Source: an optimization exercise on an open RTL-to-GDS flow (aim: small area and a short achievable clock period). Production flows keep margins and buffers that such runs may drop. Only simulation tests tie the RTL to the original design; equivalence was not proved.

==> flow/design.v (outline; a module is shown in full before it is edited, if it fits) <==
// module clk_ctrl: 1703 lines
// module cc_ha: 4 lines
// module cc_fa: 4 lines
module clk_ctrl
(
	input  wire        clk_i,
	input  wire        rstn_i,
	input  wire [15:0] freq,
	output wire        dds1_o,
	output wire        dds_o
);
  // ...
==> flow/flow/run.sh <==
#!/bin/bash
# The standard layout (standard.sh, all ORFS steps unchanged), except that the
# port buffers that buffer_ports inserts are plain sky130_fd_sc_hd__buf_1 cells
# instead of the delay buffers it picks by default. Every port is still buffered.
set -euo pipefail
export BUFFER_PORTS_ARGS="-buffer_cell sky130_fd_sc_hd__buf_1"
bash standard.sh finish > standard_make.log 2>&1
==> flow/standard.sh <==
#!/bin/bash
# synth_recipe.tcl (not shown) runs the flow's synth.tcl, then flattens the netlist and writes it again
# the make line also repeats each setting of config.mk as NAME=value (left out here)
make -C /OpenROAD-flow-scripts/flow DESIGN_CONFIG=/design/flow/config.mk WORK_HOME=/design/flow/orfs CLKGATE_MAP_FILE= SYNTH_SCRIPT=/design/flow/synth_recipe.tcl "${@:-finish}"
==> flow/config.mk <==
export PLATFORM = sky130hd
export DESIGN_NAME = clk_ctrl
export DESIGN_NICKNAME = clk_ctrl
export VERILOG_FILES = /design/flow/design.v
export SDC_FILE = /design/flow/constraint.sdc
export NUM_CORES = 4
export LEC_CHECK = 0
export CAP_MARGIN = 20
export CORE_MARGIN = 2
export CORE_UTILIZATION = 40
export CTS_BUF_LIST = sky130_fd_sc_hd__clkbuf_8
export SLEW_MARGIN = 20
export SYNTH_HIERARCHICAL = 1
==> flow/constraint.sdc <==
create_clock -name core_clock -period 70.0 [get_ports {clk_i}]
set_input_delay 14.0000 -clock core_clock [delete_from_list [all_inputs] [get_ports {clk_i}]]
set_output_delay 14.0000 -clock core_clock [all_outputs]
set_load 0.01 [all_outputs]
==> results.cfg, run 1 <==
[clock_network]
postCtsHoldBufs = 0
path_clk_slew_ns = 0.10
cts_tree = built
root_buffer = clkbuf_8

[run_status]
status = complete, no violations

[place]
dp.cells = 955
hpwl_mm = 19.7

[finish]
drive_gt1_share_pct = 3.75
n_clock_buffer = 9
seq_cell_count = 89
n_all_inverters = 45
multi_input_area_um2 = 7930
seqAreaFraction_pct = 20.2

[critical_path]
startpoint = dds1$_DFF_PN0_
path_buf_inv = 1
endpoint = dds1_o

[sta]
setup_viol = 0
period_share_pct = 21.3
maxSlewHeadroom_pct = 48.2
min_period_ns = 14.88
worst_pin_slew_ns = 0.776

[logic_synthesis]
ys_seq_area_share_pct = 21.6
synth.area.top_cells = fa_1 66%, dfrtp_1 22%, ha_1 6.1%
ys_ff_latch = 89
syn-cell-area_um2 = 10300
synth_compound_area_share_pct = 2.46
synth_nets = 1011
synth_top_area_cell = fa_1

[global_routing]
antenna_found_initial = 0
grt_overflow_total = 0
grtUsageMet3_pct = 4.22

[floorplan]
initial_core_util_pct = 40.9
==> inputs of run 2 (changes only) <==
==> flow/flow/run.sh (replaced) <==
#!/bin/bash
# The standard layout (standard.sh, all ORFS steps unchanged), except:
#  - the port buffers that buffer_ports inserts are plain sky130_fd_sc_hd__buf_1 cells
#    instead of the delay buffers it picks by default (every port is still buffered);
#  - clock tree synthesis with clkbuf_8 buffers and without dummy loads.
set -euo pipefail
export BUFFER_PORTS_ARGS="-buffer_cell sky130_fd_sc_hd__buf_1"
export CTS_ARGS="-sink_clustering_enable -repair_clock_nets -buf_list sky130_fd_sc_hd__clkbuf_8 -dont_use_dummy_load"
bash standard.sh finish > standard_make.log 2>&1
--- a/flow/config.mk
+++ b/flow/config.mk
@@ -7,7 +7,7 @@
 export LEC_CHECK = 0
 export CAP_MARGIN = 20
 export CORE_MARGIN = 2
-export CORE_UTILIZATION = 40
+export CORE_UTILIZATION = 55
 export CTS_BUF_LIST = sky130_fd_sc_hd__clkbuf_8
 export SLEW_MARGIN = 20
 export SYNTH_HIERARCHICAL = 1
==> run 2 against run 1 <==
  * Still clean on timing, DRC and antenna
  * Synthesized area did not move
  * Sequential share of layout area is 0.38 points higher
  * First-iteration DRC count rose by 0.39%
  * Clock-buffer cell count unchanged
  * Highest routed layer unchanged
==> results.cfg, run 2 <==
[logic_synthesis]
ys_async_sr_fraction_pct = 100
synth-edff-count = 0
yosysUniqueCellTypes = 31
syn_avg_cell_area_um2 = 17.1
synth_top_area_cell = fa_1
ys_ff_latch = 89
synth_common_cells = 340 x fa_1, 89 x dfrtp_1, 50 x ha_1
synth_warnings = 7
ys_seq_area_share_pct = 21.6
synth_cells = 603
synth_nets = 1011
synth.area.top_cells = fa_1 66%, dfrtp_1 22%, ha_1 6.1%
post-synth-top-count-cell = fa_1
synth_ff_type = dfrtp_1
yosys.area.top_type_share_pct = 65.9
syn-cell-area_um2 = 10300

[critical_path]
critPathKind = flop to output port
path_buf_inv = 1
cp_top_family = flip-flops
cp.arrival_ns = 0.89
worst-path-max-fanout = 1
setup.worst_path.start_class = flop
cp_slowest_cell = dfrtp_1
crit_path_cell_trace = buf_1
crit_path_end_kind = output port
critPathMaxStageDelay_ns = 0.38
cp.required_ns = 56.00

[floorplan]
die_x_um = 141
rows = 50
dieArea_um2 = 19900
initial_core_util_pct = 55.5
io_pins = 20
die_height_um = 141
coreArea_um2 = 18600

[job]
max_cap_violations = 0

[finish]
register_area_um2 = 2230
area_growth_pct = 5.06
drive_gt1_share_pct = 2.99
multi_input_area_um2 = 7930
reg.largest.list = cnt1: 32 flops, cnt: 32 flops, fr: 16 flops
fillCellCount = 1426
fin_area_um2 = 10800
final_core_util_pct = 58.4
final_common_cell = fa_1
layout_common_cells = 340 x fa_1, 89 x dfrtp_1, 50 x ha_1
fin_nets = 1045
n_antenna_cell = 0

[clock_network]
postCtsHoldBufs = 0
root_buffer = clkbuf_8
cts_made_buffers = 9
clock_sinks = 89
cts_tree = built
cts_resized = 0
clkLatencyLatePin_ns = 0.39
post-cts-setup-buffers = 0
clockBufferDepth = 2
path_clk_slew_ns = 0.10
htree_levels = 3

[sta]
finalSetupTns_ns = 0
rsz0062_at_grt = no
worst_pin_slew_ns = 0.848
hold_viol = 0
clock_skew_ns = 0.0296
period_share_pct = 21.3
clock.fmax_mhz = 67.1
drv_slew = 0
setup_viol = 0
maxSlewHeadroom_pct = 43.4
holdWs_ns = 0.828
setup_slack_ns = 55.11
min_period_ns = 14.89

[place]
gp_congestion = 0.891
dpl_cell_area_um2 = 10700
hpwl_mm = 18.9
port_buffers = 19
place_ws_ns = 54.73

[global_routing]
antenna_found_initial = 0
grt_overflow_total = 0
grt_first_pass_wirelength_mm = 37.8
grt_start_max_net_pins = 65
grt_pass1_vias = 6593
grt_util_all_layers_pct = 26.7

[hold_path]
hold_path.class = flop to flop

[drt]
drt-pass1-iter-count = 4
num_vias = 5075
drc = 0
viasPerCell = 5.84
routed_wl_mm = 22.5
wl_per_cell_um = 25.9
dr.first_iter.drc_count = 256
ant_nets = 0

[run_status]
status = complete, no violations
[run 2: cell counts after synthesis]
Identical to the previous run, type by type.
[run 2: cell type report]
type | instances | share of cell area (%)
clock buffers | 9 | 1.14
inverters | 45 | 1.56
multi-input cells | 469 | 73.1
flip-flops and latches | 89 | 20.5
well taps | 234 | 2.70
repair buffers | 23 | 0.969
[run 2: path summary, 6_finish.rpt]
path | start | end | slack, ns | cells after the start
worst max-delay path | dds$_DFF_PN0_ | dds_o | 55.11 | 1
worst min-delay path | cnt1[31]$_DFF_PN0_ | cnt1[31]$_DFF_PN0_ | 0.83 | 2
worst max register to register | fr[15]$_DFF_PN0_ | dds1$_DFF_PN0_ | 55.73 | 40
worst min register to register | cnt1[31]$_DFF_PN0_ | cnt1[31]$_DFF_PN0_ | 0.83 | 2
max in group asynchronous | rstn_i | cnt[16]$_DFF_PN0_ | 55.22 | 2
min in group asynchronous | rstn_i | cnt1[8]$_DFF_PN0_ | 13.57 | 1
[run 2: kinds of logic after synthesis]
family | after synthesis | share of synthesized area (%)
DFF | 89 | 21.6
and+or+nand+nor | 35 | 1.84
AOI/OAI and AO/OA | 39 | 2.46
xor gates and xnor gates | 2 | 0.170
buffers and inverters | 45 | 1.64
adders and majority gates | 393 | 72.3
[run 2: stage by stage]
| stage | cells |
|---|---|
| 6_report | 869 |
| 5_1_grt | 869 |
| 4_1_cts | 869 |
| 3_5_place_dp | 860 |
| 3_3_place_gp | 860 |
| 2_1_floorplan | 603 |
[run 2: per-module statistics from Yosys, one instance, submodules excluded]
| module | cells inside | flops+latches |
|---|---|---|
| cc_fa | 1 | 0 |
| cc_ha | 1 | 0 |
| clk_ctrl | 215 | 89 |
[run 2: metal layers]
layer	track usage (%)	part of all wire, %
met5	0	0
met4	5.37	1.2
met1	40.2	43
met2	41.0	49
met3	6.32	6.7
[run 2: worst reg2reg max path: cells and delay by family, from the launching register on]
| family | cells | cell delay, ns |
|---|---|---|
| xor gates and xnor gates | 1 | 0.13 |
| adders and majority gates | 28 | 11.51 |
| AOI/OAI and AO/OA | 3 | 0.59 |
| DFF | 1 | 0.67 |
| and+or+nand+nor | 6 | 0.68 |
| buffers and inverters | 2 | 0.54 |
==> inputs of run 3 (changes only) <==
--- a/flow/config.mk
+++ b/flow/config.mk
@@ -7,7 +7,7 @@
 export LEC_CHECK = 0
 export CAP_MARGIN = 20
 export CORE_MARGIN = 2
-export CORE_UTILIZATION = 55
+export CORE_UTILIZATION = 70
 export CTS_BUF_LIST = sky130_fd_sc_hd__clkbuf_8
 export SLEW_MARGIN = 20
 export SYNTH_HIERARCHICAL = 1
==> run 3 against run 2 <==
  * Sequential share of layout area increased by 0.12 points
  * Clock-buffer cell count unchanged
  * Global-route usage grew 6.4 points
  * Clock skew grew 0.0030 ns
  * Routed wire length shrank 3.1%
  * Critical path depth unchanged
  * Largest cell class unchanged
  * Synthesized cell count unchanged
  * First-iteration DRC count increased by 5.1%
  * Flip-flop and latch count is the same
==> results.cfg, run 3 <==
[sta]
hold_viol = 0
min_period_ns = 14.91
drv_slew = 0
holdWs_ns = 0.812
clock.fmax_mhz = 67.1
period_share_pct = 21.3
worst_pin_slew_ns = 0.777
maxSlewHeadroom_pct = 48.1
clock_skew_ns = 0.0326
finalSetupTns_ns = 0
setup_viol = 0
rsz0062_at_grt = no

[clock_network]
htree_levels = 3
cts_resized = 0
path_clk_slew_ns = 0.09
cts_tree = built
clockBufferDepth = 2
root_buffer = clkbuf_8
cts_made_buffers = 9
post-cts-setup-buffers = 0
clock_sinks = 89
clkLatencyLatePin_ns = 0.40
postCtsHoldBufs = 0

[critical_path]
cp.required_ns = 56.00
setup.worst_path.start_class = flop
critPathMaxStageDelay_ns = 0.38
cp_slowest_cell = dfrtp_1
cp.arrival_ns = 0.91
critPathKind = flop to output port
path_buf_inv = 1
worst-path-max-fanout = 1
cp_top_family = flip-flops
crit_path_cell_trace = buf_1
crit_path_end_kind = output port

[drt]
wl_per_cell_um = 26.6
num_vias = 5147
viasPerCell = 6.28
dr.first_iter.drc_count = 269
met1_length_mm = 8.74
route.top_layer_used = met4
ant_nets = 0
drt-pass1-iter-count = 6
drc = 0
wl_met2_mm = 10.7
routed_wl_mm = 21.8
route.met3.wl_mm = 2.01

[logic_synthesis]
synth_top_area_cell = fa_1
syn_avg_cell_area_um2 = 17.1
ys_seq_area_share_pct = 21.6
synth-edff-count = 0
yosys.area.top_type_share_pct = 65.9
synth.area.top_cells = fa_1 66%, dfrtp_1 22%, ha_1 6.1%
synth_cells = 603
post-synth-top-count-cell = fa_1
synth_ff_type = dfrtp_1
synth_common_cells = 340 x fa_1, 89 x dfrtp_1, 50 x ha_1
ys_async_sr_fraction_pct = 100
synth_nets = 1011
synth_warnings = 7
yosysUniqueCellTypes = 31
syn-cell-area_um2 = 10300
ys_ff_latch = 89

[floorplan]
coreArea_um2 = 14500
initial_core_util_pct = 71.3
dieArea_um2 = 15700
io_pins = 20
die_height_um = 125
rows = 44
die_x_um = 125

[finish]
drive_gt1_share_pct = 2.99
n_antenna_cell = 0
fin_nets = 1045
final_common_cell = fa_1
layout_common_cells = 340 x fa_1, 89 x dfrtp_1, 50 x ha_1
area_growth_pct = 4.45
fillCellCount = 913
reg.largest.list = cnt1: 32 flops, cnt: 32 flops, fr: 16 flops
fin_area_um2 = 10800

[place]
hpwl_mm = 18.3
port_buffers = 19
gp_congestion = 0.900
dpl_cell_area_um2 = 10700

[global_routing]
grt_start_max_net_pins = 50
grt_pass1_vias = 6624
grt_util_all_layers_pct = 33.0
antenna_found_initial = 0
grt_overflow_total = 0
grt_first_pass_wirelength_mm = 37.2

[job]
max_cap_violations = 0

[run_status]
status = complete, no violations

[hold_path]
hold_path.class = flop to flop
==> run 3: final cells by class <==
cell class	count	area (µm²)	share of cell area [%]
tap	184	230	2.14
multi-input combinational	469	7930	73.5
sequential	89	2230	20.7
inverter	45	169	1.57
timing repair buffer	23	105	0.975
clock buffer	9	124	1.15
==> run 3: tightest hold or removal path: cells and delay by family (launching register included) <==
family,cells,cell delay (ns)
fa+ha+maj,2,0.41
flops,1,0.36
==> run 3: per-module statistics from Yosys, one instance, submodules excluded <==
module | cells inside | flip-flops and latches
cc_fa | 1 | 0
clk_ctrl | 215 | 89
cc_ha | 1 | 0
==> run 3: final timing paths <==
kind	start	cells past startpoint	slack (ns)	end
setup / recovery	dds$_DFF_PN0_	1	55.09	dds_o
hold / removal	cnt1[31]$_DFF_PN0_	2	0.81	cnt1[31]$_DFF_PN0_
setup reg to reg	fr[15]$_DFF_PN0_	41	55.57	dds1$_DFF_PN0_
hold reg to reg	cnt1[31]$_DFF_PN0_	2	0.81	cnt1[31]$_DFF_PN0_
max in group asynchronous	rstn_i	2	55.27	fr[1]$_DFF_PN0_
min in group asynchronous	rstn_i	1	13.61	cnt1[19]$_DFF_PN0_
==> run 3: cell families (layout without fill, tap and decap cells) <==
logic type                 after synthesis  count (layout)  synth area share, %
AOI/OAI and AO/OA                       39              39                 2.46
xor gates and xnor gates                 2               2                0.170
adders and majority gates              393             393                 72.3
buffers and inverters                   45              77                 1.64
DFF                                     89              89                 21.6
and+or+nand+nor                         35              35                 1.84
==> run 3: stage by stage <==
stage	worst slack (ns)	std cells	util (%)
2_1_floorplan	55.62	603	-
3_5_place_dp	54.78	810	73.6
5_1_grt	54.89	819	74.5
4_1_cts	55.07	819	74.5
3_3_place_gp	54.84	810	73.6
6_report	55.09	819	74.5
==> run 3: routing by layer <==
layer,up-vias,global-route usage (%)
met2,211,50.2
met5,-,0
met3,27,10.9
met4,0,8.17
li1,1989,-
met1,2920,48.3
==> inputs of run 4 (changes only) <==
--- a/flow/config.mk
+++ b/flow/config.mk
@@ -7,7 +7,7 @@
 export LEC_CHECK = 0
 export CAP_MARGIN = 20
 export CORE_MARGIN = 2
-export CORE_UTILIZATION = 70
+export CORE_UTILIZATION = 40
 export CTS_BUF_LIST = sky130_fd_sc_hd__clkbuf_8
 export SLEW_MARGIN = 20
 export SYNTH_HIERARCHICAL = 1
==> run 4 against run 3 <==
  * Still clean on timing, DRC and antenna
  * Via count shrank 0.70%
  * Routed wire length increased by 8.3%
  * Critical path depth is the same
  * First-iteration DRC count up 5.6%
  * Largest cell class unchanged
  * Highest routed layer unchanged
==> results.cfg, run 4 <==
[hold_path]
hold_path.class = flop to flop
whs_path_depth = 2
hp-start = cnt1[31]$_DFF_PN0_
whs_endpoint = cnt1[31]$_DFF_PN0_

[clock_network]
root_buffer = clkbuf_8
clkLatencyLatePin_ns = 0.39
postCtsHoldBufs = 0
htree_levels = 3
path_clk_slew_ns = 0.09
cts_tree = built
cts_resized = 0
cts_made_buffers = 9
clockBufferDepth = 2
clock_sinks = 89
post-cts-setup-buffers = 0

[sta]
rsz0062_at_grt = no
drv_slew = 0
setup_slack_ns = 55.13
worst_pin_slew_ns = 0.792
clock_skew_ns = 0.0293
maxSlewHeadroom_pct = 47.1
clock.fmax_mhz = 67.3
period_share_pct = 21.2
setup_viol = 0
finalSetupTns_ns = 0
hold_viol = 0
min_period_ns = 14.87

[critical_path]
timing.rr.end = dds1$_DFF_PN0_
cp.arrival_ns = 0.87
cp_slowest_cell = dfrtp_1
path_buf_inv = 1
critPathKind = flop to output port
cp_top_family = flip-flops
worst-path-max-fanout = 1
crit_path_cell_trace = buf_1
crit_path_end_kind = output port
rr_startpoint = fr[15]$_DFF_PN0_
setup.worst_path.start_class = flop
reg2reg_slack_ns = 55.53
critPathMaxStageDelay_ns = 0.36
reg2regPathDepth = 40
cp.required_ns = 56.00

[drt]
dr.first_iter.drc_count = 284
num_vias = 5111
drt-pass1-iter-count = 4
routed_wl_mm = 23.6
viasPerCell = 5.30
drc = 0
wl_per_cell_um = 24.5
ant_nets = 0

[finish]
final_core_util_pct = 43.4
layout_common_cells = 340 x fa_1, 89 x dfrtp_1, 50 x ha_1
finalNonFillerCells = 964
n_antenna_cell = 0
area_growth_pct = 6.15
drive_gt1_share_pct = 2.84
final_common_cell = fa_1
fin_nets = 1044
fin_area_um2 = 11000
reg.largest.list = cnt1: 32 flops, cnt: 32 flops, fr: 16 flops

[logic_synthesis]
synthMuxAreaShare_pct = 0
ys_async_sr_fraction_pct = 100
synth_common_cells = 340 x fa_1, 89 x dfrtp_1, 50 x ha_1
ys_seq_area_share_pct = 21.6
synth_top_family_by_area = adder cells
synth-edff-count = 0
synth.area.top_cells = fa_1 66%, dfrtp_1 22%, ha_1 6.1%
synth_cells = 603
synth_top_area_cell = fa_1
synth_compound_area_share_pct = 2.46
syn_avg_cell_area_um2 = 17.1
synthAdderAreaFrac_pct = 72.3
synth_warnings = 7
ys_ff_latch = 89
post-synth-top-count-cell = fa_1
syn-cell-area_um2 = 10300
synth_ff_type = dfrtp_1
yosys.area_share.simple_pct = 1.84
synth_nets = 1011
yosys.area.top_type_share_pct = 65.9
yosys.area_share.xor_xnor_pct = 0.170
yosysUniqueCellTypes = 31

[global_routing]
grt_overflow_total = 0
grt_start_max_net_pins = 47
antenna_found_initial = 0
grt_util_all_layers_pct = 20.4
grt_first_pass_wirelength_mm = 39.8
grt_pass1_vias = 6639

[run_status]
status = complete, no violations

[floorplan]
coreArea_um2 = 25300
die_height_um = 165
rows = 58
die_x_um = 165
dieArea_um2 = 27100
initial_core_util_pct = 40.9
io_pins = 20

[place]
hpwl_mm = 19.7
port_buffers = 19
dpl_cell_area_um2 = 10800
place_ws_ns = 54.75
gp_congestion = 0.917
dp.cells = 955

[job]
max_cap_violations = 0
[run 4: changes by cell type in the layout (fill, tap and decap cells not counted)]
cell,before,now
buf_4,4,3
[run 4: kinds of logic (layout without fill, tap and decap cells)]
| family | Yosys count | after routing |
|---|---|---|
| AND/OR/NAND/NOR | 35 | 35 |
| AO/OA/AOI/OAI | 39 | 39 |
| flip-flops | 89 | 89 |
| XOR/XNOR | 2 | 2 |
| adder cells (fa/ha/maj) | 393 | 393 |
| buffers and inverters | 45 | 76 |
[run 4: metal layers]
| layer | routed length [µm] | global-route usage (%) | vias to the layer above |
|---|---|---|---|
| met4 | 373 | 4.51 | 0 |
| li1 | - | - | 1987 |
| met1 | 9650 | 29.3 | 2930 |
| met2 | 11800 | 32.6 | 170 |
| met5 | 0 | 0 | - |
| met3 | 1760 | 4.32 | 24 |
[run 4: per-module statistics from Yosys (local to each module, per instance)]
| module | times used | flops+latches |
|---|---|---|
| cc_fa | 340 | 0 |
| cc_ha | 48 | 0 |
| clk_ctrl | 1 | 89 |
[run 4: how the worst max path moves through the flow]
stage	startpoint	endpoint	slack, ns	cells past startpoint
final	dds1$_DFF_PN0_	dds1_o	55.13	1
after global routing	fr[15]$_DFF_PN0_	dds1$_DFF_PN0_	54.79	40
after CTS	dds1$_DFF_PN0_	dds1_o	55.11	1
after detailed placement	rstn_i	cnt[4]$_DFF_PN0_	54.75	2
after global placement	rstn_i	cnt[0]$_DFF_PN0_	54.82	2
after floorplan	dds1$_DFF_PN0_	dds1_o	55.62	0
[run 4: metrics by stage]
stage	hold WS, ns
finish	0.817
global route	0.886
CTS	0.829
detailed placement	0.808
global placement	0.781
floorplan	0.753
[run 4: layout make-up]
class	instances	area (µm²)
timing repair buffer	22	97.6
sequential	89	2230
tap	330	413
multi-input combinational	469	7930
inverter	45	169
clock buffer	9	124
fill	2249	14300

==> re-timing with driven ports <==
No port has a modelled driver above. Below, the same layouts with a new extraction and two added sets of constraints.
Step 1 (the two cells are an assumption about what drives the block):
set clk [get_ports {clk_i}]
set_driving_cell -lib_cell sky130_fd_sc_hd__clkbuf_16 $clk
set_driving_cell -lib_cell sky130_fd_sc_hd__buf_2 [delete_from_list [all_inputs] $clk]
Step 2 also shifts input and output timing later by t, the mid clock arrival at the registers, as if the neighbouring blocks saw the same clock.
a / b / c = ideal ports / drivers / drivers and shift; a / b = the first two.
| run | t (ns) | setup slack, ns | worst setup path at the end | latest minus earliest clock arrival (ns) | worst register clock-pin slew, ns |
|---|---|---|---|---|---|
| run 1 | 0.420 | 55.118 / 55.081 / 54.793 | input, reset recovery | 0.017 / 0.017 | 0.11 / 0.11 |
| run 2 | 0.414 | 55.107 / 55.064 / 54.822 | input, reset recovery | 0.029 / 0.029 | 0.10 / 0.10 |
| run 3 | 0.425 | 55.092 / 55.053 / 54.809 | input, reset recovery | 0.033 / 0.033 | 0.10 / 0.10 |
| run 4 | 0.417 | 55.133 / 55.096 / 54.812 | input, reset recovery | 0.030 / 0.030 | 0.11 / 0.11 |
After both steps every run listed still meets setup and hold. For run 1, which loses most, drivers alone change the setup slack by -0.037 ns; drivers and shift together by -0.325 ns. The worst setup slack also covers recovery checks on asynchronous resets.
